From an optimization exercise on the open Yosys and OpenROAD flow, aimed at small area; shortcuts taken in it are not production practice. Only simulation tests tie the RTL to the original design; equivalence was not proved. Power is estimated from default activity; no workload was simulated.

==> config.mk <==
export PLATFORM = sky130hd
export DESIGN_NAME = IDStage
export DESIGN_NICKNAME = IDStage
export VERILOG_FILES = /design/flow/design.v
export SDC_FILE = /design/flow/constraint.sdc
export NUM_CORES = 8
export LEC_CHECK = 0
export CAP_MARGIN = 20
export CORE_MARGIN = 2
export CORE_UTILIZATION = 30
export SETUP_SLACK_MARGIN = 1.0
export SLEW_MARGIN = 20
==> constraint.sdc <==
create_clock -name core_clock -period 12.5 [get_ports {clock}]
set_input_delay 2.5000 -clock core_clock [delete_from_list [all_inputs] [get_ports {clock}]]
set_output_delay 2.5000 -clock core_clock [all_outputs]
set_load 0.01 [all_outputs]
==> design.v <==
module Decoder(
  input  [31:0] io_IF_Instr,
  output [2:0]  io_ID_ImmCtrl,
  output [3:0]  io_ID_JumpCtrl,
  output [3:0]  io_EX_A_ALUOP,
  output [2:0]  io_EX_A_ALUSrc1Ctrl,
  output [2:0]  io_EX_A_ALUSrc2Ctrl,
  output        io_EX_A_WordALUEn,
  output [2:0]  io_EX_A_WordALUOP,
  output        io_EX_B_MEMREn,
  output [2:0]  io_EX_B_MEMRCtrl,
  output        io_EX_B_MEMWEn,
  output [2:0]  io_EX_B_MEMWCtrl,
  output        io_EX_C_RegWEn,
  output [1:0]  io_EX_C_RegWSrc,
  output [4:0]  io_EX_C_Rd,
  output        io_EX_D_Rs1REn,
  output        io_EX_D_Rs2REn,
  output [4:0]  io_EX_D_Rs1,
  output [4:0]  io_EX_D_Rs2
);
  wire [6:0] Opcode = io_IF_Instr[6:0];  
  wire [2:0] Funct3 = io_IF_Instr[14:12];  
  wire [6:0] Funct7 = io_IF_Instr[31:25];  
  wire  _T_3 = 3'h0 == Funct3;  
  wire  _T_4 = 3'h1 == Funct3;  
  wire  _T_5 = 3'h4 == Funct3;  
  wire  _T_6 = 3'h5 == Funct3;  
  wire  _T_7 = 3'h6 == Funct3;  
  wire  _T_8 = 3'h7 == Funct3;  
  wire [3:0] _GEN_0 = 3'h7 == Funct3 ? 4'h6 : 4'h0;  
  wire [3:0] _GEN_1 = 3'h6 == Funct3 ? 4'h5 : _GEN_0;  
  wire [3:0] _GEN_2 = 3'h5 == Funct3 ? 4'h4 : _GEN_1;  
  wire [3:0] _GEN_3 = 3'h4 == Funct3 ? 4'h3 : _GEN_2;  
  wire [3:0] _GEN_4 = 3'h1 == Funct3 ? 4'h2 : _GEN_3;  
  wire [3:0] _GEN_5 = 3'h0 == Funct3 ? 4'h1 : _GEN_4;  
  wire  _T_12 = 3'h2 == Funct3;  
  wire  _T_13 = 3'h3 == Funct3;  
  wire [2:0] _GEN_6 = _T_7 ? 3'h6 : 3'h0;  
  wire [2:0] _GEN_7 = _T_6 ? 3'h5 : _GEN_6;  
  wire [2:0] _GEN_8 = _T_5 ? 3'h4 : _GEN_7;  
  wire [2:0] _GEN_9 = 3'h3 == Funct3 ? 3'h7 : _GEN_8;  
  wire [2:0] _GEN_10 = 3'h2 == Funct3 ? 3'h3 : _GEN_9;  
  wire [2:0] _GEN_11 = _T_4 ? 3'h2 : _GEN_10;  
  wire [2:0] _GEN_12 = _T_3 ? 3'h1 : _GEN_11;  
  wire [2:0] _GEN_13 = _T_13 ? 3'h4 : 3'h0;  
  wire [2:0] _GEN_14 = _T_12 ? 3'h3 : _GEN_13;  
  wire [2:0] _GEN_15 = _T_4 ? 3'h2 : _GEN_14;  
  wire [2:0] _GEN_16 = _T_3 ? 3'h1 : _GEN_15;  
  wire [6:0] _T_30 = Funct7 & 7'h7e;  
  wire  _T_31 = 7'h0 == _T_30;  
  wire [3:0] _GEN_17 = 7'h0 == _T_30 ? 4'h7 : 4'h0;  
  wire [3:0] _GEN_18 = 7'h20 == _T_30 ? 4'h9 : 4'h0;  
  wire [3:0] _GEN_19 = _T_31 ? 4'h8 : _GEN_18;  
  wire [3:0] _GEN_20 = _T_6 ? _GEN_19 : 4'h0;  
  wire [3:0] _GEN_21 = _T_4 ? _GEN_17 : _GEN_20;  
  wire [3:0] _GEN_22 = _T_8 ? 4'h6 : _GEN_21;  
  wire [3:0] _GEN_23 = _T_7 ? 4'h5 : _GEN_22;  
  wire [3:0] _GEN_24 = _T_5 ? 4'h4 : _GEN_23;  
  wire [3:0] _GEN_25 = _T_13 ? 4'h3 : _GEN_24;  
  wire [3:0] _GEN_26 = _T_12 ? 4'h2 : _GEN_25;  
  wire [3:0] _GEN_27 = _T_3 ? 4'h0 : _GEN_26;  
  wire [2:0] _GEN_28 = Funct7 == 7'h20 ? 3'h5 : 3'h0;  
  wire [2:0] _GEN_29 = Funct7 == 7'h0 ? 3'h4 : _GEN_28;  
  wire [2:0] _GEN_30 = _T_6 ? _GEN_29 : 3'h0;  
  wire [2:0] _GEN_31 = _T_4 ? 3'h3 : _GEN_30;  
  wire [2:0] _GEN_32 = _T_3 ? 3'h1 : _GEN_31;  
  wire  _T_44 = 7'h0 == Funct7;  
  wire [3:0] _GEN_35 = _T_6 ? 4'h8 : _GEN_1;  
  wire [3:0] _GEN_36 = _T_5 ? 4'h4 : _GEN_35;  
  wire [3:0] _GEN_37 = _T_13 ? 4'h3 : _GEN_36;  
  wire [3:0] _GEN_38 = _T_12 ? 4'h2 : _GEN_37;  
  wire [3:0] _GEN_39 = _T_4 ? 4'h7 : _GEN_38;  
  wire [3:0] _GEN_40 = _T_3 ? 4'h0 : _GEN_39;  
  wire  _T_53 = 7'h20 == Funct7;  
  wire [3:0] _GEN_41 = _T_6 ? 4'h9 : 4'h0;  
  wire [3:0] _GEN_42 = _T_3 ? 4'h1 : _GEN_41;  
  wire [3:0] _GEN_43 = 7'h20 == Funct7 ? _GEN_42 : 4'h0;  
  wire [3:0] _GEN_44 = 7'h0 == Funct7 ? _GEN_40 : _GEN_43;  
  wire [2:0] _GEN_45 = _T_53 ? 3'h2 : 3'h0;  
  wire [2:0] _GEN_46 = _T_44 ? 3'h1 : _GEN_45;  
  wire [2:0] _GEN_47 = _T_44 ? 3'h3 : 3'h0;  
  wire [2:0] _GEN_48 = _T_53 ? 3'h5 : 3'h0;  
  wire [2:0] _GEN_49 = _T_44 ? 3'h4 : _GEN_48;  
  wire [2:0] _GEN_50 = _T_6 ? _GEN_49 : 3'h0;  
  wire [2:0] _GEN_51 = _T_4 ? _GEN_47 : _GEN_50;  
  wire [2:0] _GEN_52 = _T_3 ? _GEN_46 : _GEN_51;  
  wire [2:0] _GEN_53 = 7'h67 == Opcode ? 3'h1 : 3'h0;  
  wire [3:0] _GEN_54 = 7'h67 == Opcode ? 4'h8 : 4'h0;  
  wire [1:0] _GEN_56 = 7'h67 == Opcode ? 2'h2 : 2'h0;  
  wire [2:0] _GEN_57 = 7'h67 == Opcode ? 3'h3 : 3'h0;  
  wire [1:0] _GEN_59 = 7'h67 == Opcode ? 2'h1 : 2'h0;  
  wire [2:0] _GEN_60 = 7'h6f == Opcode ? 3'h5 : _GEN_53;  
  wire [3:0] _GEN_61 = 7'h6f == Opcode ? 4'h7 : _GEN_54;  
  wire [1:0] _GEN_63 = 7'h6f == Opcode ? 2'h2 : _GEN_56;  
  wire [2:0] _GEN_64 = 7'h6f == Opcode ? 3'h3 : _GEN_57;  
  wire  _GEN_65 = 7'h6f == Opcode | 7'h67 == Opcode;  
  wire [1:0] _GEN_66 = 7'h6f == Opcode ? 2'h1 : _GEN_59;  
  wire  _GEN_67 = 7'h6f == Opcode ? 1'h0 : 7'h67 == Opcode;  
  wire [1:0] _GEN_68 = 7'h3b == Opcode ? 2'h3 : _GEN_63;  
  wire [2:0] _GEN_69 = 7'h3b == Opcode ? 3'h2 : _GEN_64;  
  wire  _GEN_70 = 7'h3b == Opcode | _GEN_65;  
  wire [1:0] _GEN_71 = 7'h3b == Opcode ? 2'h1 : _GEN_66;  
  wire  _GEN_72 = 7'h3b == Opcode | _GEN_67;  
  wire [2:0] _GEN_74 = 7'h3b == Opcode ? _GEN_52 : 3'h0;  
  wire [2:0] _GEN_75 = 7'h3b == Opcode ? 3'h0 : _GEN_60;  
  wire [3:0] _GEN_76 = 7'h3b == Opcode ? 4'h0 : _GEN_61;  
  wire [1:0] _GEN_78 = 7'h33 == Opcode ? 2'h3 : _GEN_68;  
  wire [2:0] _GEN_79 = 7'h33 == Opcode ? 3'h2 : _GEN_69;  
  wire  _GEN_80 = 7'h33 == Opcode | _GEN_70;  
  wire [1:0] _GEN_81 = 7'h33 == Opcode ? 2'h1 : _GEN_71;  
  wire  _GEN_82 = 7'h33 == Opcode | _GEN_72;  
  wire  _GEN_83 = 7'h33 == Opcode | 7'h3b == Opcode;  
  wire [3:0] _GEN_84 = 7'h33 == Opcode ? _GEN_44 : 4'h0;  
  wire  _GEN_85 = 7'h33 == Opcode ? 1'h0 : 7'h3b == Opcode;  
  wire [2:0] _GEN_86 = 7'h33 == Opcode ? 3'h0 : _GEN_74;  
  wire [2:0] _GEN_87 = 7'h33 == Opcode ? 3'h0 : _GEN_75;  
  wire [3:0] _GEN_88 = 7'h33 == Opcode ? 4'h0 : _GEN_76;  
  wire [2:0] _GEN_89 = 7'h1b == Opcode ? 3'h1 : _GEN_87;  
  wire [1:0] _GEN_90 = 7'h1b == Opcode ? 2'h3 : _GEN_78;  
  wire [2:0] _GEN_91 = 7'h1b == Opcode ? 3'h1 : _GEN_79;  
  wire  _GEN_92 = 7'h1b == Opcode | _GEN_80;  
  wire [1:0] _GEN_93 = 7'h1b == Opcode ? 2'h1 : _GEN_81;  
  wire  _GEN_94 = 7'h1b == Opcode | _GEN_82;  
  wire [2:0] _GEN_95 = 7'h1b == Opcode ? _GEN_32 : _GEN_86;  
  wire  _GEN_96 = 7'h1b == Opcode ? 1'h0 : _GEN_83;  
  wire [3:0] _GEN_97 = 7'h1b == Opcode ? 4'h0 : _GEN_84;  
  wire  _GEN_98 = 7'h1b == Opcode ? 1'h0 : _GEN_85;  
  wire [3:0] _GEN_99 = 7'h1b == Opcode ? 4'h0 : _GEN_88;  
  wire [2:0] _GEN_100 = 7'h13 == Opcode ? 3'h1 : _GEN_89;  
  wire [1:0] _GEN_101 = 7'h13 == Opcode ? 2'h3 : _GEN_90;  
  wire [2:0] _GEN_102 = 7'h13 == Opcode ? 3'h1 : _GEN_91;  
  wire  _GEN_103 = 7'h13 == Opcode | _GEN_92;  
  wire [1:0] _GEN_104 = 7'h13 == Opcode ? 2'h1 : _GEN_93;  
  wire  _GEN_105 = 7'h13 == Opcode | _GEN_94;  
  wire [3:0] _GEN_106 = 7'h13 == Opcode ? _GEN_27 : _GEN_97;  
  wire [2:0] _GEN_107 = 7'h13 == Opcode ? 3'h0 : _GEN_95;  
  wire  _GEN_108 = 7'h13 == Opcode ? 1'h0 : _GEN_96;  
  wire  _GEN_109 = 7'h13 == Opcode ? 1'h0 : _GEN_98;  
  wire [3:0] _GEN_110 = 7'h13 == Opcode ? 4'h0 : _GEN_99;  
  wire [2:0] _GEN_111 = 7'h23 == Opcode ? 3'h2 : _GEN_100;  
  wire [3:0] _GEN_112 = 7'h23 == Opcode ? 4'h0 : _GEN_106;  
  wire [1:0] _GEN_113 = 7'h23 == Opcode ? 2'h3 : _GEN_101;  
  wire [2:0] _GEN_114 = 7'h23 == Opcode ? 3'h1 : _GEN_102;  
  wire  _GEN_116 = 7'h23 == Opcode | _GEN_105;  
  wire [2:0] _GEN_117 = 7'h23 == Opcode ? _GEN_16 : 3'h0;  
  wire  _GEN_118 = 7'h23 == Opcode ? 1'h0 : _GEN_103;  
  wire [1:0] _GEN_119 = 7'h23 == Opcode ? 2'h0 : _GEN_104;  
  wire [2:0] _GEN_120 = 7'h23 == Opcode ? 3'h0 : _GEN_107;  
  wire  _GEN_121 = 7'h23 == Opcode ? 1'h0 : _GEN_108;  
  wire  _GEN_122 = 7'h23 == Opcode ? 1'h0 : _GEN_109;  
  wire [3:0] _GEN_123 = 7'h23 == Opcode ? 4'h0 : _GEN_110;  
  wire [2:0] _GEN_124 = 7'h3 == Opcode ? 3'h1 : _GEN_111;  
  wire [3:0] _GEN_125 = 7'h3 == Opcode ? 4'h0 : _GEN_112;  
  wire [1:0] _GEN_126 = 7'h3 == Opcode ? 2'h3 : _GEN_113;  
  wire [2:0] _GEN_127 = 7'h3 == Opcode ? 3'h1 : _GEN_114;  
  wire  _GEN_129 = 7'h3 == Opcode | _GEN_118;  
  wire [1:0] _GEN_130 = 7'h3 == Opcode ? 2'h2 : _GEN_119;  
  wire  _GEN_131 = 7'h3 == Opcode | _GEN_116;  
  wire [2:0] _GEN_132 = 7'h3 == Opcode ? _GEN_12 : 3'h0;  
  wire  _GEN_133 = 7'h3 == Opcode ? 1'h0 : 7'h23 == Opcode;  
  wire [2:0] _GEN_134 = 7'h3 == Opcode ? 3'h0 : _GEN_117;  
  wire [2:0] _GEN_135 = 7'h3 == Opcode ? 3'h0 : _GEN_120;  
  wire  _GEN_136 = 7'h3 == Opcode ? 1'h0 : _GEN_121;  
  wire  _GEN_137 = 7'h3 == Opcode ? 1'h0 : _GEN_122;  
  wire [3:0] _GEN_138 = 7'h3 == Opcode ? 4'h0 : _GEN_123;  
  wire [2:0] _GEN_139 = 7'h63 == Opcode ? 3'h3 : _GEN_124;  
  wire  _GEN_140 = 7'h63 == Opcode | _GEN_131;  
  wire  _GEN_141 = 7'h63 == Opcode | _GEN_136;  
  wire [3:0] _GEN_142 = 7'h63 == Opcode ? _GEN_5 : _GEN_138;  
  wire [3:0] _GEN_143 = 7'h63 == Opcode ? 4'h0 : _GEN_125;  
  wire [1:0] _GEN_144 = 7'h63 == Opcode ? 2'h0 : _GEN_126;  
  wire [2:0] _GEN_145 = 7'h63 == Opcode ? 3'h0 : _GEN_127;  
  wire  _GEN_146 = 7'h63 == Opcode ? 1'h0 : 7'h3 == Opcode;  
  wire  _GEN_147 = 7'h63 == Opcode ? 1'h0 : _GEN_129;  
  wire [1:0] _GEN_148 = 7'h63 == Opcode ? 2'h0 : _GEN_130;  
  wire [2:0] _GEN_149 = 7'h63 == Opcode ? 3'h0 : _GEN_132;  
  wire  _GEN_150 = 7'h63 == Opcode ? 1'h0 : _GEN_133;  
  wire [2:0] _GEN_151 = 7'h63 == Opcode ? 3'h0 : _GEN_134;  
  wire [2:0] _GEN_152 = 7'h63 == Opcode ? 3'h0 : _GEN_135;  
  wire  _GEN_153 = 7'h63 == Opcode ? 1'h0 : _GEN_137;  
  wire [2:0] _GEN_154 = 7'h17 == Opcode ? 3'h4 : _GEN_139;  
  wire [3:0] _GEN_155 = 7'h17 == Opcode ? 4'h0 : _GEN_143;  
  wire [1:0] _GEN_156 = 7'h17 == Opcode ? 2'h2 : _GEN_144;  
  wire [2:0] _GEN_157 = 7'h17 == Opcode ? 3'h1 : _GEN_145;  
  wire  _GEN_158 = 7'h17 == Opcode | _GEN_147;  
  wire [1:0] _GEN_159 = 7'h17 == Opcode ? 2'h1 : _GEN_148;  
  wire  _GEN_160 = 7'h17 == Opcode ? 1'h0 : _GEN_140;  
  wire  _GEN_161 = 7'h17 == Opcode ? 1'h0 : _GEN_141;  
  wire [3:0] _GEN_162 = 7'h17 == Opcode ? 4'h0 : _GEN_142;  
  wire  _GEN_163 = 7'h17 == Opcode ? 1'h0 : _GEN_146;  
  wire [2:0] _GEN_164 = 7'h17 == Opcode ? 3'h0 : _GEN_149;  
  wire  _GEN_165 = 7'h17 == Opcode ? 1'h0 : _GEN_150;  
  wire [2:0] _GEN_166 = 7'h17 == Opcode ? 3'h0 : _GEN_151;  
  wire [2:0] _GEN_167 = 7'h17 == Opcode ? 3'h0 : _GEN_152;  
  wire  _GEN_168 = 7'h17 == Opcode ? 1'h0 : _GEN_153;  
  wire [1:0] ALUSrc1Ctrl = 7'h37 == Opcode ? 2'h1 : _GEN_156;  
  assign io_ID_ImmCtrl = 7'h37 == Opcode ? 3'h4 : _GEN_154;  
  assign io_ID_JumpCtrl = 7'h37 == Opcode ? 4'h0 : _GEN_162;  
  assign io_EX_A_ALUOP = 7'h37 == Opcode ? 4'h0 : _GEN_155;  
  assign io_EX_A_ALUSrc1Ctrl = {{1'd0}, ALUSrc1Ctrl};  
  assign io_EX_A_ALUSrc2Ctrl = 7'h37 == Opcode ? 3'h1 : _GEN_157;  
  assign io_EX_A_WordALUEn = 7'h37 == Opcode ? 1'h0 : _GEN_168;  
  assign io_EX_A_WordALUOP = 7'h37 == Opcode ? 3'h0 : _GEN_167;  
  assign io_EX_B_MEMREn = 7'h37 == Opcode ? 1'h0 : _GEN_163;  
  assign io_EX_B_MEMRCtrl = 7'h37 == Opcode ? 3'h0 : _GEN_164;  
  assign io_EX_B_MEMWEn = 7'h37 == Opcode ? 1'h0 : _GEN_165;  
  assign io_EX_B_MEMWCtrl = 7'h37 == Opcode ? 3'h0 : _GEN_166;  
  assign io_EX_C_RegWEn = 7'h37 == Opcode | _GEN_158;  
  assign io_EX_C_RegWSrc = 7'h37 == Opcode ? 2'h1 : _GEN_159;  
  assign io_EX_C_Rd = io_IF_Instr[11:7];  
  assign io_EX_D_Rs1REn = 7'h37 == Opcode ? 1'h0 : _GEN_160;  
  assign io_EX_D_Rs2REn = 7'h37 == Opcode ? 1'h0 : _GEN_161;  
  assign io_EX_D_Rs1 = io_IF_Instr[19:15];  
  assign io_EX_D_Rs2 = io_IF_Instr[24:20];  
endmodule
module RegFile(
  input         clock,
  input         reset,
  input  [4:0]  io_ID_Rs1,
  input  [4:0]  io_ID_Rs2,
  input         io_WB_RegWEn,
  input  [63:0] io_WB_WData,
  input  [4:0]  io_WB_Rd,
  output [63:0] io_EX_RData1,
  output [63:0] io_EX_RData2
);
  reg [63:0] gprFile_1;  
  reg [63:0] gprFile_2;  
  reg [63:0] gprFile_3;  
  reg [63:0] gprFile_4;  
  reg [63:0] gprFile_5;  
  reg [63:0] gprFile_6;  
  reg [63:0] gprFile_7;  
  reg [63:0] gprFile_8;  
  reg [63:0] gprFile_9;  
  reg [63:0] gprFile_10;  
  reg [63:0] gprFile_11;  
  reg [63:0] gprFile_12;  
  reg [63:0] gprFile_13;  
  reg [63:0] gprFile_14;  
  reg [63:0] gprFile_15;  
  reg [63:0] gprFile_16;  
  reg [63:0] gprFile_17;  
  reg [63:0] gprFile_18;  
  reg [63:0] gprFile_19;  
  reg [63:0] gprFile_20;  
  reg [63:0] gprFile_21;  
  reg [63:0] gprFile_22;  
  reg [63:0] gprFile_23;  
  reg [63:0] gprFile_24;  
  reg [63:0] gprFile_25;  
  reg [63:0] gprFile_26;  
  reg [63:0] gprFile_27;  
  reg [63:0] gprFile_28;  
  reg [63:0] gprFile_29;  
  reg [63:0] gprFile_30;  
  reg [63:0] gprFile_31;  
  wire [63:0] _GEN_1 = 5'h1 == io_ID_Rs1 ? gprFile_1 : 64'h0;  
  wire [63:0] _GEN_2 = 5'h2 == io_ID_Rs1 ? gprFile_2 : _GEN_1;  
  wire [63:0] _GEN_3 = 5'h3 == io_ID_Rs1 ? gprFile_3 : _GEN_2;  
  wire [63:0] _GEN_4 = 5'h4 == io_ID_Rs1 ? gprFile_4 : _GEN_3;  
  wire [63:0] _GEN_5 = 5'h5 == io_ID_Rs1 ? gprFile_5 : _GEN_4;  
  wire [63:0] _GEN_6 = 5'h6 == io_ID_Rs1 ? gprFile_6 : _GEN_5;  
  wire [63:0] _GEN_7 = 5'h7 == io_ID_Rs1 ? gprFile_7 : _GEN_6;  
  wire [63:0] _GEN_8 = 5'h8 == io_ID_Rs1 ? gprFile_8 : _GEN_7;  
  wire [63:0] _GEN_9 = 5'h9 == io_ID_Rs1 ? gprFile_9 : _GEN_8;  
  wire [63:0] _GEN_10 = 5'ha == io_ID_Rs1 ? gprFile_10 : _GEN_9;  
  wire [63:0] _GEN_11 = 5'hb == io_ID_Rs1 ? gprFile_11 : _GEN_10;  
  wire [63:0] _GEN_12 = 5'hc == io_ID_Rs1 ? gprFile_12 : _GEN_11;  
  wire [63:0] _GEN_13 = 5'hd == io_ID_Rs1 ? gprFile_13 : _GEN_12;  
  wire [63:0] _GEN_14 = 5'he == io_ID_Rs1 ? gprFile_14 : _GEN_13;  
  wire [63:0] _GEN_15 = 5'hf == io_ID_Rs1 ? gprFile_15 : _GEN_14;  
  wire [63:0] _GEN_16 = 5'h10 == io_ID_Rs1 ? gprFile_16 : _GEN_15;  
  wire [63:0] _GEN_17 = 5'h11 == io_ID_Rs1 ? gprFile_17 : _GEN_16;  
  wire [63:0] _GEN_18 = 5'h12 == io_ID_Rs1 ? gprFile_18 : _GEN_17;  
  wire [63:0] _GEN_19 = 5'h13 == io_ID_Rs1 ? gprFile_19 : _GEN_18;  
  wire [63:0] _GEN_20 = 5'h14 == io_ID_Rs1 ? gprFile_20 : _GEN_19;  
  wire [63:0] _GEN_21 = 5'h15 == io_ID_Rs1 ? gprFile_21 : _GEN_20;  
  wire [63:0] _GEN_22 = 5'h16 == io_ID_Rs1 ? gprFile_22 : _GEN_21;  
  wire [63:0] _GEN_23 = 5'h17 == io_ID_Rs1 ? gprFile_23 : _GEN_22;  
  wire [63:0] _GEN_24 = 5'h18 == io_ID_Rs1 ? gprFile_24 : _GEN_23;  
  wire [63:0] _GEN_25 = 5'h19 == io_ID_Rs1 ? gprFile_25 : _GEN_24;  
  wire [63:0] _GEN_26 = 5'h1a == io_ID_Rs1 ? gprFile_26 : _GEN_25;  
  wire [63:0] _GEN_27 = 5'h1b == io_ID_Rs1 ? gprFile_27 : _GEN_26;  
  wire [63:0] _GEN_28 = 5'h1c == io_ID_Rs1 ? gprFile_28 : _GEN_27;  
  wire [63:0] _GEN_29 = 5'h1d == io_ID_Rs1 ? gprFile_29 : _GEN_28;  
  wire [63:0] _GEN_30 = 5'h1e == io_ID_Rs1 ? gprFile_30 : _GEN_29;  
  wire [63:0] _GEN_31 = 5'h1f == io_ID_Rs1 ? gprFile_31 : _GEN_30;  
  wire [63:0] _GEN_33 = 5'h1 == io_ID_Rs2 ? gprFile_1 : 64'h0;  
  wire [63:0] _GEN_34 = 5'h2 == io_ID_Rs2 ? gprFile_2 : _GEN_33;  
  wire [63:0] _GEN_35 = 5'h3 == io_ID_Rs2 ? gprFile_3 : _GEN_34;  
  wire [63:0] _GEN_36 = 5'h4 == io_ID_Rs2 ? gprFile_4 : _GEN_35;  
  wire [63:0] _GEN_37 = 5'h5 == io_ID_Rs2 ? gprFile_5 : _GEN_36;  
  wire [63:0] _GEN_38 = 5'h6 == io_ID_Rs2 ? gprFile_6 : _GEN_37;  
  wire [63:0] _GEN_39 = 5'h7 == io_ID_Rs2 ? gprFile_7 : _GEN_38;  
  wire [63:0] _GEN_40 = 5'h8 == io_ID_Rs2 ? gprFile_8 : _GEN_39;  
  wire [63:0] _GEN_41 = 5'h9 == io_ID_Rs2 ? gprFile_9 : _GEN_40;  
  wire [63:0] _GEN_42 = 5'ha == io_ID_Rs2 ? gprFile_10 : _GEN_41;  
  wire [63:0] _GEN_43 = 5'hb == io_ID_Rs2 ? gprFile_11 : _GEN_42;  
  wire [63:0] _GEN_44 = 5'hc == io_ID_Rs2 ? gprFile_12 : _GEN_43;  
  wire [63:0] _GEN_45 = 5'hd == io_ID_Rs2 ? gprFile_13 : _GEN_44;  
  wire [63:0] _GEN_46 = 5'he == io_ID_Rs2 ? gprFile_14 : _GEN_45;  
  wire [63:0] _GEN_47 = 5'hf == io_ID_Rs2 ? gprFile_15 : _GEN_46;  
  wire [63:0] _GEN_48 = 5'h10 == io_ID_Rs2 ? gprFile_16 : _GEN_47;  
  wire [63:0] _GEN_49 = 5'h11 == io_ID_Rs2 ? gprFile_17 : _GEN_48;  
  wire [63:0] _GEN_50 = 5'h12 == io_ID_Rs2 ? gprFile_18 : _GEN_49;  
  wire [63:0] _GEN_51 = 5'h13 == io_ID_Rs2 ? gprFile_19 : _GEN_50;  
  wire [63:0] _GEN_52 = 5'h14 == io_ID_Rs2 ? gprFile_20 : _GEN_51;  
  wire [63:0] _GEN_53 = 5'h15 == io_ID_Rs2 ? gprFile_21 : _GEN_52;  
  wire [63:0] _GEN_54 = 5'h16 == io_ID_Rs2 ? gprFile_22 : _GEN_53;  
  wire [63:0] _GEN_55 = 5'h17 == io_ID_Rs2 ? gprFile_23 : _GEN_54;  
  wire [63:0] _GEN_56 = 5'h18 == io_ID_Rs2 ? gprFile_24 : _GEN_55;  
  wire [63:0] _GEN_57 = 5'h19 == io_ID_Rs2 ? gprFile_25 : _GEN_56;  
  wire [63:0] _GEN_58 = 5'h1a == io_ID_Rs2 ? gprFile_26 : _GEN_57;  
  wire [63:0] _GEN_59 = 5'h1b == io_ID_Rs2 ? gprFile_27 : _GEN_58;  
  wire [63:0] _GEN_60 = 5'h1c == io_ID_Rs2 ? gprFile_28 : _GEN_59;  
  wire [63:0] _GEN_61 = 5'h1d == io_ID_Rs2 ? gprFile_29 : _GEN_60;  
  wire [63:0] _GEN_62 = 5'h1e == io_ID_Rs2 ? gprFile_30 : _GEN_61;  
  wire [63:0] _GEN_63 = 5'h1f == io_ID_Rs2 ? gprFile_31 : _GEN_62;  
  wire  _T_2 = io_WB_Rd != 5'h0;  
  assign io_EX_RData1 = io_ID_Rs1 == io_WB_Rd & io_WB_RegWEn & io_WB_Rd != 5'h0 ? io_WB_WData : _GEN_31;  
  assign io_EX_RData2 = io_ID_Rs2 == io_WB_Rd & io_WB_RegWEn & _T_2 ? io_WB_WData : _GEN_63;  
  always @(posedge clock) begin
    if (reset) begin  
      gprFile_1 <= 64'h0;  
    end else if (io_WB_RegWEn) begin  
      if (5'h1 == io_WB_Rd) begin  
        gprFile_1 <= io_WB_WData;  
      end
    end
    if (reset) begin  
      gprFile_2 <= 64'h0;  
    end else if (io_WB_RegWEn) begin  
      if (5'h2 == io_WB_Rd) begin  
        gprFile_2 <= io_WB_WData;  
      end
    end
    if (reset) begin  
      gprFile_3 <= 64'h0;  
    end else if (io_WB_RegWEn) begin  
      if (5'h3 == io_WB_Rd) begin  
        gprFile_3 <= io_WB_WData;  
      end
    end
    if (reset) begin  
      gprFile_4 <= 64'h0;  
    end else if (io_WB_RegWEn) begin  
      if (5'h4 == io_WB_Rd) begin  
        gprFile_4 <= io_WB_WData;  
      end
    end
    if (reset) begin  
      gprFile_5 <= 64'h0;  
    end else if (io_WB_RegWEn) begin  
      if (5'h5 == io_WB_Rd) begin  
        gprFile_5 <= io_WB_WData;  
      end
    end
    if (reset) begin  
      gprFile_6 <= 64'h0;  
    end else if (io_WB_RegWEn) begin  
      if (5'h6 == io_WB_Rd) begin  
        gprFile_6 <= io_WB_WData;  
      end
    end
    if (reset) begin  
      gprFile_7 <= 64'h0;  
    end else if (io_WB_RegWEn) begin  
      if (5'h7 == io_WB_Rd) begin  
        gprFile_7 <= io_WB_WData;  
      end
    end
    if (reset) begin  
      gprFile_8 <= 64'h0;  
    end else if (io_WB_RegWEn) begin  
      if (5'h8 == io_WB_Rd) begin  
        gprFile_8 <= io_WB_WData;  
      end
    end
    if (reset) begin  
      gprFile_9 <= 64'h0;  
    end else if (io_WB_RegWEn) begin  
      if (5'h9 == io_WB_Rd) begin  
        gprFile_9 <= io_WB_WData;  
      end
    end
    if (reset) begin  
      gprFile_10 <= 64'h0;  
    end else if (io_WB_RegWEn) begin  
      if (5'ha == io_WB_Rd) begin  
        gprFile_10 <= io_WB_WData;  
      end
    end
    if (reset) begin  
      gprFile_11 <= 64'h0;  
    end else if (io_WB_RegWEn) begin  
      if (5'hb == io_WB_Rd) begin  
        gprFile_11 <= io_WB_WData;  
      end
    end
    if (reset) begin  
      gprFile_12 <= 64'h0;  
    end else if (io_WB_RegWEn) begin  
      if (5'hc == io_WB_Rd) begin  
        gprFile_12 <= io_WB_WData;  
      end
    end
    if (reset) begin  
      gprFile_13 <= 64'h0;  
    end else if (io_WB_RegWEn) begin  
      if (5'hd == io_WB_Rd) begin  
        gprFile_13 <= io_WB_WData;  
      end
    end
    if (reset) begin  
      gprFile_14 <= 64'h0;  
    end else if (io_WB_RegWEn) begin  
      if (5'he == io_WB_Rd) begin  
        gprFile_14 <= io_WB_WData;  
      end
    end
    if (reset) begin  
      gprFile_15 <= 64'h0;  
    end else if (io_WB_RegWEn) begin  
      if (5'hf == io_WB_Rd) begin  
        gprFile_15 <= io_WB_WData;  
      end
    end
    if (reset) begin  
      gprFile_16 <= 64'h0;  
    end else if (io_WB_RegWEn) begin  
      if (5'h10 == io_WB_Rd) begin  
        gprFile_16 <= io_WB_WData;  
      end
    end
    if (reset) begin  
      gprFile_17 <= 64'h0;  
    end else if (io_WB_RegWEn) begin  
      if (5'h11 == io_WB_Rd) begin  
        gprFile_17 <= io_WB_WData;  
      end
    end
    if (reset) begin  
      gprFile_18 <= 64'h0;  
    end else if (io_WB_RegWEn) begin  
      if (5'h12 == io_WB_Rd) begin  
        gprFile_18 <= io_WB_WData;  
      end
    end
    if (reset) begin  
      gprFile_19 <= 64'h0;  
    end else if (io_WB_RegWEn) begin  
      if (5'h13 == io_WB_Rd) begin  
        gprFile_19 <= io_WB_WData;  
      end
    end
    if (reset) begin  
      gprFile_20 <= 64'h0;  
    end else if (io_WB_RegWEn) begin  
      if (5'h14 == io_WB_Rd) begin  
        gprFile_20 <= io_WB_WData;  
      end
    end
    if (reset) begin  
      gprFile_21 <= 64'h0;  
    end else if (io_WB_RegWEn) begin  
      if (5'h15 == io_WB_Rd) begin  
        gprFile_21 <= io_WB_WData;  
      end
    end
    if (reset) begin  
      gprFile_22 <= 64'h0;  
    end else if (io_WB_RegWEn) begin  
      if (5'h16 == io_WB_Rd) begin  
        gprFile_22 <= io_WB_WData;  
      end
    end
    if (reset) begin  
      gprFile_23 <= 64'h0;  
    end else if (io_WB_RegWEn) begin  
      if (5'h17 == io_WB_Rd) begin  
        gprFile_23 <= io_WB_WData;  
      end
    end
    if (reset) begin  
      gprFile_24 <= 64'h0;  
    end else if (io_WB_RegWEn) begin  
      if (5'h18 == io_WB_Rd) begin  
        gprFile_24 <= io_WB_WData;  
      end
    end
    if (reset) begin  
      gprFile_25 <= 64'h0;  
    end else if (io_WB_RegWEn) begin  
      if (5'h19 == io_WB_Rd) begin  
        gprFile_25 <= io_WB_WData;  
      end
    end
    if (reset) begin  
      gprFile_26 <= 64'h0;  
    end else if (io_WB_RegWEn) begin  
      if (5'h1a == io_WB_Rd) begin  
        gprFile_26 <= io_WB_WData;  
      end
    end
    if (reset) begin  
      gprFile_27 <= 64'h0;  
    end else if (io_WB_RegWEn) begin  
      if (5'h1b == io_WB_Rd) begin  
        gprFile_27 <= io_WB_WData;  
      end
    end
    if (reset) begin  
      gprFile_28 <= 64'h0;  
    end else if (io_WB_RegWEn) begin  
      if (5'h1c == io_WB_Rd) begin  
        gprFile_28 <= io_WB_WData;  
      end
    end
    if (reset) begin  
      gprFile_29 <= 64'h0;  
    end else if (io_WB_RegWEn) begin  
      if (5'h1d == io_WB_Rd) begin  
        gprFile_29 <= io_WB_WData;  
      end
    end
    if (reset) begin  
      gprFile_30 <= 64'h0;  
    end else if (io_WB_RegWEn) begin  
      if (5'h1e == io_WB_Rd) begin  
        gprFile_30 <= io_WB_WData;  
      end
    end
    if (reset) begin  
      gprFile_31 <= 64'h0;  
    end else if (io_WB_RegWEn) begin  
      if (5'h1f == io_WB_Rd) begin  
        gprFile_31 <= io_WB_WData;  
      end
    end
  end
endmodule
module ImmSext(
  input  [24:0] io_i31To7,
  input  [2:0]  io_immCtrl,
  output [63:0] io_imm64
);
  wire [51:0] _out_T_2 = io_i31To7[24] ? 52'hfffffffffffff : 52'h0;  
  wire [63:0] _out_T_4 = {_out_T_2,io_i31To7[24:13]};  
  wire [63:0] _out_T_10 = {_out_T_2,io_i31To7[24:18],io_i31To7[4:0]};  
  wire [50:0] _out_T_13 = io_i31To7[24] ? 51'h7ffffffffffff : 51'h0;  
  wire [63:0] _out_T_18 = {_out_T_13,io_i31To7[24],io_i31To7[0],io_i31To7[23:18],io_i31To7[4:1],1'h0};  
  wire [31:0] _out_T_21 = io_i31To7[24] ? 32'hffffffff : 32'h0;  
  wire [63:0] _out_T_23 = {_out_T_21,io_i31To7[24:5],12'h0};  
  wire [42:0] _out_T_26 = io_i31To7[24] ? 43'h7ffffffffff : 43'h0;  
  wire [63:0] _out_T_31 = {_out_T_26,io_i31To7[24],io_i31To7[12:5],io_i31To7[13],io_i31To7[23:14],1'h0};  
  wire [63:0] _out_T_34 = {59'h0,io_i31To7[12:8]};  
  wire [63:0] _GEN_0 = 3'h6 == io_immCtrl ? _out_T_34 : 64'h0;  
  wire [63:0] _GEN_1 = 3'h5 == io_immCtrl ? _out_T_31 : _GEN_0;  
  wire [63:0] _GEN_2 = 3'h4 == io_immCtrl ? _out_T_23 : _GEN_1;  
  wire [63:0] _GEN_3 = 3'h3 == io_immCtrl ? _out_T_18 : _GEN_2;  
  wire [63:0] _GEN_4 = 3'h2 == io_immCtrl ? _out_T_10 : _GEN_3;  
  assign io_imm64 = 3'h1 == io_immCtrl ? _out_T_4 : _GEN_4;  
endmodule
module Transfer(
  input  [3:0]  io_ID_A_JumpCtrl,
  input  [31:0] io_ID_B_PC,
  input  [63:0] io_ID_B_Imm,
  input  [63:0] io_ID_B_Rs1Data,
  input  [63:0] io_ID_B_Rs2Data,
  output        io_PC_JumpEn,
  output [31:0] io_PC_PC
);
  wire [31:0] Rs1Data32 = io_ID_B_Rs1Data[31:0];  
  wire [63:0] _GEN_28 = {{32'd0}, io_ID_B_PC};  
  wire [63:0] _PCADDImm_T_1 = _GEN_28 + io_ID_B_Imm;  
  wire [63:0] _GEN_29 = {{32'd0}, Rs1Data32};  
  wire [63:0] _Rs1ADDImm_T_1 = _GEN_29 + io_ID_B_Imm;  
  wire [63:0] _Rs1ADDImm_T_2 = _Rs1ADDImm_T_1 & 64'hfffffffe;  
  wire [31:0] PCADD4 = io_ID_B_PC + 32'h4;  
  wire  _T_1 = io_ID_B_Rs1Data == io_ID_B_Rs2Data;  
  wire [31:0] PCADDImm = _PCADDImm_T_1[31:0];
  wire [31:0] _GEN_1 = io_ID_B_Rs1Data == io_ID_B_Rs2Data ? PCADDImm : PCADD4;  
  wire  _T_3 = io_ID_B_Rs1Data != io_ID_B_Rs2Data;  
  wire [31:0] _GEN_3 = io_ID_B_Rs1Data != io_ID_B_Rs2Data ? PCADDImm : PCADD4;  
  wire  _T_7 = $signed(io_ID_B_Rs1Data) < $signed(io_ID_B_Rs2Data);  
  wire [31:0] _GEN_5 = $signed(io_ID_B_Rs1Data) < $signed(io_ID_B_Rs2Data) ? PCADDImm : PCADD4;  
  wire  _T_11 = $signed(io_ID_B_Rs1Data) >= $signed(io_ID_B_Rs2Data);  
  wire [31:0] _GEN_7 = $signed(io_ID_B_Rs1Data) >= $signed(io_ID_B_Rs2Data) ? PCADDImm : PCADD4;  
  wire  _T_13 = io_ID_B_Rs1Data < io_ID_B_Rs2Data;  
  wire [31:0] _GEN_9 = io_ID_B_Rs1Data < io_ID_B_Rs2Data ? PCADDImm : PCADD4;  
  wire  _T_15 = io_ID_B_Rs1Data >= io_ID_B_Rs2Data;  
  wire [31:0] _GEN_11 = io_ID_B_Rs1Data >= io_ID_B_Rs2Data ? PCADDImm : PCADD4;  
  wire [31:0] Rs1ADDImm = _Rs1ADDImm_T_2[31:0];
  wire [31:0] _GEN_13 = 4'h8 == io_ID_A_JumpCtrl ? Rs1ADDImm : PCADD4;  
  wire  _GEN_14 = 4'h7 == io_ID_A_JumpCtrl | 4'h8 == io_ID_A_JumpCtrl;  
  wire [31:0] _GEN_15 = 4'h7 == io_ID_A_JumpCtrl ? PCADDImm : _GEN_13;  
  wire  _GEN_16 = 4'h6 == io_ID_A_JumpCtrl ? _T_15 : _GEN_14;  
  wire [31:0] _GEN_17 = 4'h6 == io_ID_A_JumpCtrl ? _GEN_11 : _GEN_15;  
  wire  _GEN_18 = 4'h5 == io_ID_A_JumpCtrl ? _T_13 : _GEN_16;  
  wire [31:0] _GEN_19 = 4'h5 == io_ID_A_JumpCtrl ? _GEN_9 : _GEN_17;  
  wire  _GEN_20 = 4'h4 == io_ID_A_JumpCtrl ? _T_11 : _GEN_18;  
  wire [31:0] _GEN_21 = 4'h4 == io_ID_A_JumpCtrl ? _GEN_7 : _GEN_19;  
  wire  _GEN_22 = 4'h3 == io_ID_A_JumpCtrl ? _T_7 : _GEN_20;  
  wire [31:0] _GEN_23 = 4'h3 == io_ID_A_JumpCtrl ? _GEN_5 : _GEN_21;  
  wire  _GEN_24 = 4'h2 == io_ID_A_JumpCtrl ? _T_3 : _GEN_22;  
  wire [31:0] _GEN_25 = 4'h2 == io_ID_A_JumpCtrl ? _GEN_3 : _GEN_23;  
  assign io_PC_JumpEn = 4'h1 == io_ID_A_JumpCtrl ? _T_1 : _GEN_24;  
  assign io_PC_PC = 4'h1 == io_ID_A_JumpCtrl ? _GEN_1 : _GEN_25;  
endmodule
module IDStage(
  input         clock,
  input         reset,
  input  [31:0] io_IF_Instr,
  input  [31:0] io_IF_PC,
  output [3:0]  io_EX_A_ALUOP,
  output [2:0]  io_EX_A_ALUSrc1Ctrl,
  output [2:0]  io_EX_A_ALUSrc2Ctrl,
  output        io_EX_A_WordALUEn,
  output [2:0]  io_EX_A_WordALUOP,
  output        io_EX_B_MEMREn,
  output [2:0]  io_EX_B_MEMRCtrl,
  output        io_EX_B_MEMWEn,
  output [2:0]  io_EX_B_MEMWCtrl,
  output        io_EX_C_RegWEn,
  output [1:0]  io_EX_C_RegWSrc,
  output [4:0]  io_EX_C_Rd,
  output        io_EX_D_Rs1REn,
  output        io_EX_D_Rs2REn,
  output [4:0]  io_EX_D_Rs1,
  output [4:0]  io_EX_D_Rs2,
  output [31:0] io_EX_E_PC,
  output [63:0] io_EX_E_Imm,
  output [63:0] io_EX_E_RData1,
  output [63:0] io_EX_E_RData2,
  input         io_WB_RegWEn,
  input  [63:0] io_WB_WData,
  input  [4:0]  io_WB_Rd,
  output [31:0] io_PC_PC,
  output        io_HAZARD_JumpEn,
  input  [1:0]  io_DATAPATH_Rs1Ctrl,
  input  [1:0]  io_DATAPATH_Rs2Ctrl,
  input  [63:0] io_DATAPATH_MEMData,
  input  [63:0] io_DATAPATH_WBData
);
  wire [31:0] Decoder_io_IF_Instr;  
  wire [2:0] Decoder_io_ID_ImmCtrl;  
  wire [3:0] Decoder_io_ID_JumpCtrl;  
  wire [3:0] Decoder_io_EX_A_ALUOP;  
  wire [2:0] Decoder_io_EX_A_ALUSrc1Ctrl;  
  wire [2:0] Decoder_io_EX_A_ALUSrc2Ctrl;  
  wire  Decoder_io_EX_A_WordALUEn;  
  wire [2:0] Decoder_io_EX_A_WordALUOP;  
  wire  Decoder_io_EX_B_MEMREn;  
  wire [2:0] Decoder_io_EX_B_MEMRCtrl;  
  wire  Decoder_io_EX_B_MEMWEn;  
  wire [2:0] Decoder_io_EX_B_MEMWCtrl;  
  wire  Decoder_io_EX_C_RegWEn;  
  wire [1:0] Decoder_io_EX_C_RegWSrc;  
  wire [4:0] Decoder_io_EX_C_Rd;  
  wire  Decoder_io_EX_D_Rs1REn;  
  wire  Decoder_io_EX_D_Rs2REn;  
  wire [4:0] Decoder_io_EX_D_Rs1;  
  wire [4:0] Decoder_io_EX_D_Rs2;  
  wire  RegFile_clock;  
  wire  RegFile_reset;  
  wire [4:0] RegFile_io_ID_Rs1;  
  wire [4:0] RegFile_io_ID_Rs2;  
  wire  RegFile_io_WB_RegWEn;  
  wire [63:0] RegFile_io_WB_WData;  
  wire [4:0] RegFile_io_WB_Rd;  
  wire [63:0] RegFile_io_EX_RData1;  
  wire [63:0] RegFile_io_EX_RData2;  
  wire [24:0] ImmSext_io_i31To7;  
  wire [2:0] ImmSext_io_immCtrl;  
  wire [63:0] ImmSext_io_imm64;  
  wire [3:0] Transfer_io_ID_A_JumpCtrl;  
  wire [31:0] Transfer_io_ID_B_PC;  
  wire [63:0] Transfer_io_ID_B_Imm;  
  wire [63:0] Transfer_io_ID_B_Rs1Data;  
  wire [63:0] Transfer_io_ID_B_Rs2Data;  
  wire  Transfer_io_PC_JumpEn;  
  wire [31:0] Transfer_io_PC_PC;  
  wire [63:0] _GEN_0 = io_DATAPATH_Rs1Ctrl == 2'h2 ? io_DATAPATH_WBData : RegFile_io_EX_RData1;  
  wire [63:0] _GEN_2 = io_DATAPATH_Rs2Ctrl == 2'h2 ? io_DATAPATH_WBData : RegFile_io_EX_RData2;  
  Decoder Decoder (  
    .io_IF_Instr(Decoder_io_IF_Instr),
    .io_ID_ImmCtrl(Decoder_io_ID_ImmCtrl),
    .io_ID_JumpCtrl(Decoder_io_ID_JumpCtrl),
    .io_EX_A_ALUOP(Decoder_io_EX_A_ALUOP),
    .io_EX_A_ALUSrc1Ctrl(Decoder_io_EX_A_ALUSrc1Ctrl),
    .io_EX_A_ALUSrc2Ctrl(Decoder_io_EX_A_ALUSrc2Ctrl),
    .io_EX_A_WordALUEn(Decoder_io_EX_A_WordALUEn),
    .io_EX_A_WordALUOP(Decoder_io_EX_A_WordALUOP),
    .io_EX_B_MEMREn(Decoder_io_EX_B_MEMREn),
    .io_EX_B_MEMRCtrl(Decoder_io_EX_B_MEMRCtrl),
    .io_EX_B_MEMWEn(Decoder_io_EX_B_MEMWEn),
    .io_EX_B_MEMWCtrl(Decoder_io_EX_B_MEMWCtrl),
    .io_EX_C_RegWEn(Decoder_io_EX_C_RegWEn),
    .io_EX_C_RegWSrc(Decoder_io_EX_C_RegWSrc),
    .io_EX_C_Rd(Decoder_io_EX_C_Rd),
    .io_EX_D_Rs1REn(Decoder_io_EX_D_Rs1REn),
    .io_EX_D_Rs2REn(Decoder_io_EX_D_Rs2REn),
    .io_EX_D_Rs1(Decoder_io_EX_D_Rs1),
    .io_EX_D_Rs2(Decoder_io_EX_D_Rs2)
  );
  RegFile RegFile (  
    .clock(RegFile_clock),
    .reset(RegFile_reset),
    .io_ID_Rs1(RegFile_io_ID_Rs1),
    .io_ID_Rs2(RegFile_io_ID_Rs2),
    .io_WB_RegWEn(RegFile_io_WB_RegWEn),
    .io_WB_WData(RegFile_io_WB_WData),
    .io_WB_Rd(RegFile_io_WB_Rd),
    .io_EX_RData1(RegFile_io_EX_RData1),
    .io_EX_RData2(RegFile_io_EX_RData2)
  );
  ImmSext ImmSext (  
    .io_i31To7(ImmSext_io_i31To7),
    .io_immCtrl(ImmSext_io_immCtrl),
    .io_imm64(ImmSext_io_imm64)
  );
  Transfer Transfer (  
    .io_ID_A_JumpCtrl(Transfer_io_ID_A_JumpCtrl),
    .io_ID_B_PC(Transfer_io_ID_B_PC),
    .io_ID_B_Imm(Transfer_io_ID_B_Imm),
    .io_ID_B_Rs1Data(Transfer_io_ID_B_Rs1Data),
    .io_ID_B_Rs2Data(Transfer_io_ID_B_Rs2Data),
    .io_PC_JumpEn(Transfer_io_PC_JumpEn),
    .io_PC_PC(Transfer_io_PC_PC)
  );
  assign io_EX_A_ALUOP = Decoder_io_EX_A_ALUOP;  
  assign io_EX_A_ALUSrc1Ctrl = Decoder_io_EX_A_ALUSrc1Ctrl;  
  assign io_EX_A_ALUSrc2Ctrl = Decoder_io_EX_A_ALUSrc2Ctrl;  
  assign io_EX_A_WordALUEn = Decoder_io_EX_A_WordALUEn;  
  assign io_EX_A_WordALUOP = Decoder_io_EX_A_WordALUOP;  
  assign io_EX_B_MEMREn = Decoder_io_EX_B_MEMREn;  
  assign io_EX_B_MEMRCtrl = Decoder_io_EX_B_MEMRCtrl;  
  assign io_EX_B_MEMWEn = Decoder_io_EX_B_MEMWEn;  
  assign io_EX_B_MEMWCtrl = Decoder_io_EX_B_MEMWCtrl;  
  assign io_EX_C_RegWEn = Decoder_io_EX_C_RegWEn;  
  assign io_EX_C_RegWSrc = Decoder_io_EX_C_RegWSrc;  
  assign io_EX_C_Rd = Decoder_io_EX_C_Rd;  
  assign io_EX_D_Rs1REn = Decoder_io_EX_D_Rs1REn;  
  assign io_EX_D_Rs2REn = Decoder_io_EX_D_Rs2REn;  
  assign io_EX_D_Rs1 = Decoder_io_EX_D_Rs1;  
  assign io_EX_D_Rs2 = Decoder_io_EX_D_Rs2;  
  assign io_EX_E_PC = io_IF_PC;  
  assign io_EX_E_Imm = ImmSext_io_imm64;  
  assign io_EX_E_RData1 = io_DATAPATH_Rs1Ctrl == 2'h1 ? io_DATAPATH_MEMData : _GEN_0;  
  assign io_EX_E_RData2 = io_DATAPATH_Rs2Ctrl == 2'h1 ? io_DATAPATH_MEMData : _GEN_2;  
  assign io_PC_PC = Transfer_io_PC_PC;  
  assign io_HAZARD_JumpEn = Transfer_io_PC_JumpEn;  
  assign Decoder_io_IF_Instr = io_IF_Instr;  
  assign RegFile_clock = clock;
  assign RegFile_reset = reset;
  assign RegFile_io_ID_Rs1 = io_IF_Instr[19:15];  
  assign RegFile_io_ID_Rs2 = io_IF_Instr[24:20];  
  assign RegFile_io_WB_RegWEn = io_WB_RegWEn;  
  assign RegFile_io_WB_WData = io_WB_WData;  
  assign RegFile_io_WB_Rd = io_WB_Rd;  
  assign ImmSext_io_i31To7 = io_IF_Instr[31:7];  
  assign ImmSext_io_immCtrl = Decoder_io_ID_ImmCtrl;  
  assign Transfer_io_ID_A_JumpCtrl = Decoder_io_ID_JumpCtrl;  
  assign Transfer_io_ID_B_PC = io_IF_PC;  
  assign Transfer_io_ID_B_Imm = ImmSext_io_imm64;  
  assign Transfer_io_ID_B_Rs1Data = io_DATAPATH_Rs1Ctrl == 2'h1 ? io_DATAPATH_MEMData : _GEN_0;  
  assign Transfer_io_ID_B_Rs2Data = io_DATAPATH_Rs2Ctrl == 2'h1 ? io_DATAPATH_MEMData : _GEN_2;  
endmodule
==> run.sh <==
#!/bin/bash
# synth_recipe.tcl (not shown) runs the flow's synth.tcl, then flattens the netlist and writes it again
# the make line also repeats each setting of config.mk as NAME=value (left out here)
make -C /OpenROAD-flow-scripts/flow DESIGN_CONFIG=/design/flow/config.mk WORK_HOME=/design/flow/orfs CLKGATE_MAP_FILE= SYNTH_SCRIPT=/design/flow/synth_recipe.tcl finish
==> results.yml <==
run_status:
  status: "timing/DRC/antenna clean"
critical_path:
  cp_slowest_stage_delay_ps: 660
  timing.critical_path.required_ps: 10000
  crit_fanout: 8
  critPathCaptureType: "output port"
  worstPathArrival_ps: 9280
  crit_type: "primary input to output port"
  path_common_cell: "buf_4"
  startpoint_type: "primary input"
  cp_slowest_cell: "o211ai_1"
die:
  io_pins: 567
  core_area_mm2: 0.3551
  dieArea_mm2: 0.3609
  rows: 219
  die_x_um: 600.7
  initial_core_util_pct: 30.08
  die_h_um: 600.7
yosys:
  synth_edf_count: 0
  yosys_warnings: 1
  async_flop_share_pct: 0
  syn_area_per_cell_um2: 7.112
  synth-main-ff-cell: "dfxtp_1"
  synth_cell_types: 93
  syn_area_mm2: 0.1068
  seq_area_frac_synth_pct: 37.18
  synth_top_area_share_pct: 37.18
  synthTopCellsByArea: "dfxtp_1 37%, nand2_1 16%, a21oi_1 11%"
  ys_ff_latch: 1984
  syn-instance-count: 15020
  yosysTopAreaCell: "dfxtp_1"
sta:
  finalHoldViolCount: 0
  slew_violations: 0
  min_period_ps: 11780
  finalSetupViolCount: 0
  whs_ps: 469.7
  max_freq_ghz: 0.08490
  final.setup.tns_ps: 0
  slew_headroom_pct: 6.236
  fin_worst_skew_ps: 0
  rsz0062_at_grt: "true"
  min_period_over_period_pct: 94.23
  tightest_slew_ps: 1406
grt:
  grt-ovfl-total: 0
  antenna_found_initial: 130
  grt_max_degree: 205
  globalRouteTotalUtil_pct: 47.16
  grt_pass1_vias: 125400
  grt_pass1_wl_mm: 1169
routing:
  wirelength_mm: 903.0
  routed_via_density: 6.808
  first_iter_violations: 30720
  vias: 142800
  wl_per_cell_um: 43.04
  ant_nets: 0
  drc_errors: 0
  dr.pass1.iters: 13
job:
  maxCapViolCount: 0
worst_hold_path:
  hold_class: "register to register"
placement:
  place_congestion: 1.108
  place_area_mm2: 0.1263
  hpwl_mm: 584.2
  numPortBuffers: 564
cts:
  cts_tree: "yes"
  h-tree-depth: 4
  clockRootBuffer: "clkbuf_16"
  clk_path_buf_depth: 4
  numCtsBuffers: 220
  clk_pin_slew_ps: 60
  insertion_delay_ps: 920
  clock-sinks: 1984
power:
  ir_worst_vdd_v: 0.0001292
  leakagePower_nw: 49.26
  p_per_area_mw_per_mm2: 116.0
final_layout:
  nNetsFinal: 16340
  syn_to_final_growth_pct: 31.17
  stdcell_area_mm2: 0.1401
  final_common_cell: "nand2_1"
  drive_above_1_share_pct: 16.25
  final_cell_mix: "4557 x nand2_1, 2342 x a21oi_1, 1984 x dfxtp_1"
worst max-delay path: cells and delay by family:
family / cells / cell delay [ps]
fa+ha+maj: 1 / 350
simple gates: 10 / 1650
compound gates: 9 / 2060
mux: 1 / 160
buf+inv: 15 / 2450
layout make-up:
cell class / instances / area (um^2)
Tap cell: 4751 / 5944
Fill cell: 36990 / 215000
Sequential cell: 1984 / 39720
Antenna cell: 117 / 292.8
Inverter: 80 / 302.8
Multi-Input combinational cell: 11410 / 63790
Clock inverter: 73 / 1066
Clock buffer: 320 / 6495
Timing Repair Buffer: 2246 / 22520
through the flow:
step                      utilization, %  setup slack [ps]  std cells  power (mW)
after floorplan                        -              1638      15020       7.462
after global placement             35.56             -1850      20200       8.828
after detailed placement           35.57             -1257      20200       8.823
after CTS                          38.66             788.8      20750       15.90
after global routing               39.40             703.0      20900       16.36
final                              39.46             720.8      20980       16.25
cells by family (layout without fill, tap and decap cells):
logic type               count (synthesis)  count (layout)  synth area share [%]
multiplexers                           242             242                 2.334
XOR/XNOR                                97              97                0.7952
flip-flops                            1984            1984                 37.18
AND/OR/NAND/NOR                       5966            5966                 22.77
buffers and inverters                 1628            2719                 6.130
adder cells (fa/ha/maj)                128             128                 1.513
AO/OA/AOI/OAI                         4976            4976                 29.28
other                                    1             119              0.003510
what timing repair did:
action | 4_1_cts | 5_1_grt
resized for setup | 433 | 355
cloned | 13 | 7
buffers inserted | 145 | 101
setup endpoints to repair | 33 | 33
hold endpoints to repair | 0 | 0
pin swaps | 111 | 155
hold buffers | 0 | 0
final timing paths:
kind                                       start                                  end  slack (ps)  cells past startpoint
max                              io_IF_Instr[16]                         io_PC_PC[12]         720                     36
min          RegFile.gprFile_12[50]$_SDFFE_PP0P_  RegFile.gprFile_12[50]$_SDFFE_PP0P_         470                      2
max reg2reg   RegFile.gprFile_22[8]$_SDFFE_PP0P_   RegFile.gprFile_22[8]$_SDFFE_PP0P_       11440                      2
min reg2reg  RegFile.gprFile_12[50]$_SDFFE_PP0P_  RegFile.gprFile_12[50]$_SDFFE_PP0P_         470                      2
routing by layer:
layer | vias to the layer above | track usage (%) | share of wire (%)
li1 | 55140 | - | -
met1 | 67510 | 54.85 | 34
met2 | 15130 | 63.63 | 38
met3 | 5000 | 22.05 | 17
met4 | 60 | 42.80 | 12
met5 | - | 0.06607 | 0.066
power breakdown:
part | internal [mW] | switching (mW) | leakage, nW | total [mW]
Combinational | 0.901 | 1.75 | 29.5 | 2.65
Sequential | 6.37 | 0.0516 | 16.0 | 6.42
Clock | 4.10 | 3.08 | 3.73 | 7.19
synth_stat cells (19+ instances only):
master,instances
clkbuf_2,30
a21o_1,50
buf_4,82
buf_1,104
a221oi_1,121
and3_1,54
buf_2,68
a22oi_1,1338
ha_1,126
nand2b_1,39
o221ai_1,30
o21ai_0,281
a211oi_1,111
inv_1,79
nor2b_1,36
a31oi_1,99
xnor2_1,59
o21a_1,26
nand4_1,176
a22o_1,96
a2111oi_0,19
nand2_1,4599
o22ai_1,89
nor3_1,150
mux2_2,37
dfxtp_1,1984
a21oi_1,2390
o211ai_1,39
xor2_1,38
nor2_1,491
mux2i_1,203
clkbuf_1,1263
nand3_1,202
and2_1,57
a222oi_1,120
nor4_1,53

## static timing again, ports no longer ideal
In the flow no input, the clock included, has a driving cell. The finished layout below was timed again as built, in two steps.
Step 1, drivers: a clkbuf_16 drives clock and a buf_2 each remaining input, both assumed.
Step 2 times the ports against the registers' clock, not the clock port: input delays grow and output delays shrink by t, the midpoint of the rising clock arrivals with the driver on.
a / b / c = ideal ports / drivers / drivers and shift; a / b = the first two.
t (ns): 1.059
setup WS [ns]: 0.721 / 0.300 / 0.300
latest minus earliest clock arrival (ns): 0.091 / 0.092
After both steps setup and hold are still met in this run. The setup slack of this run moves by -0.421 ns with the drivers and by -0.421 ns with both steps.
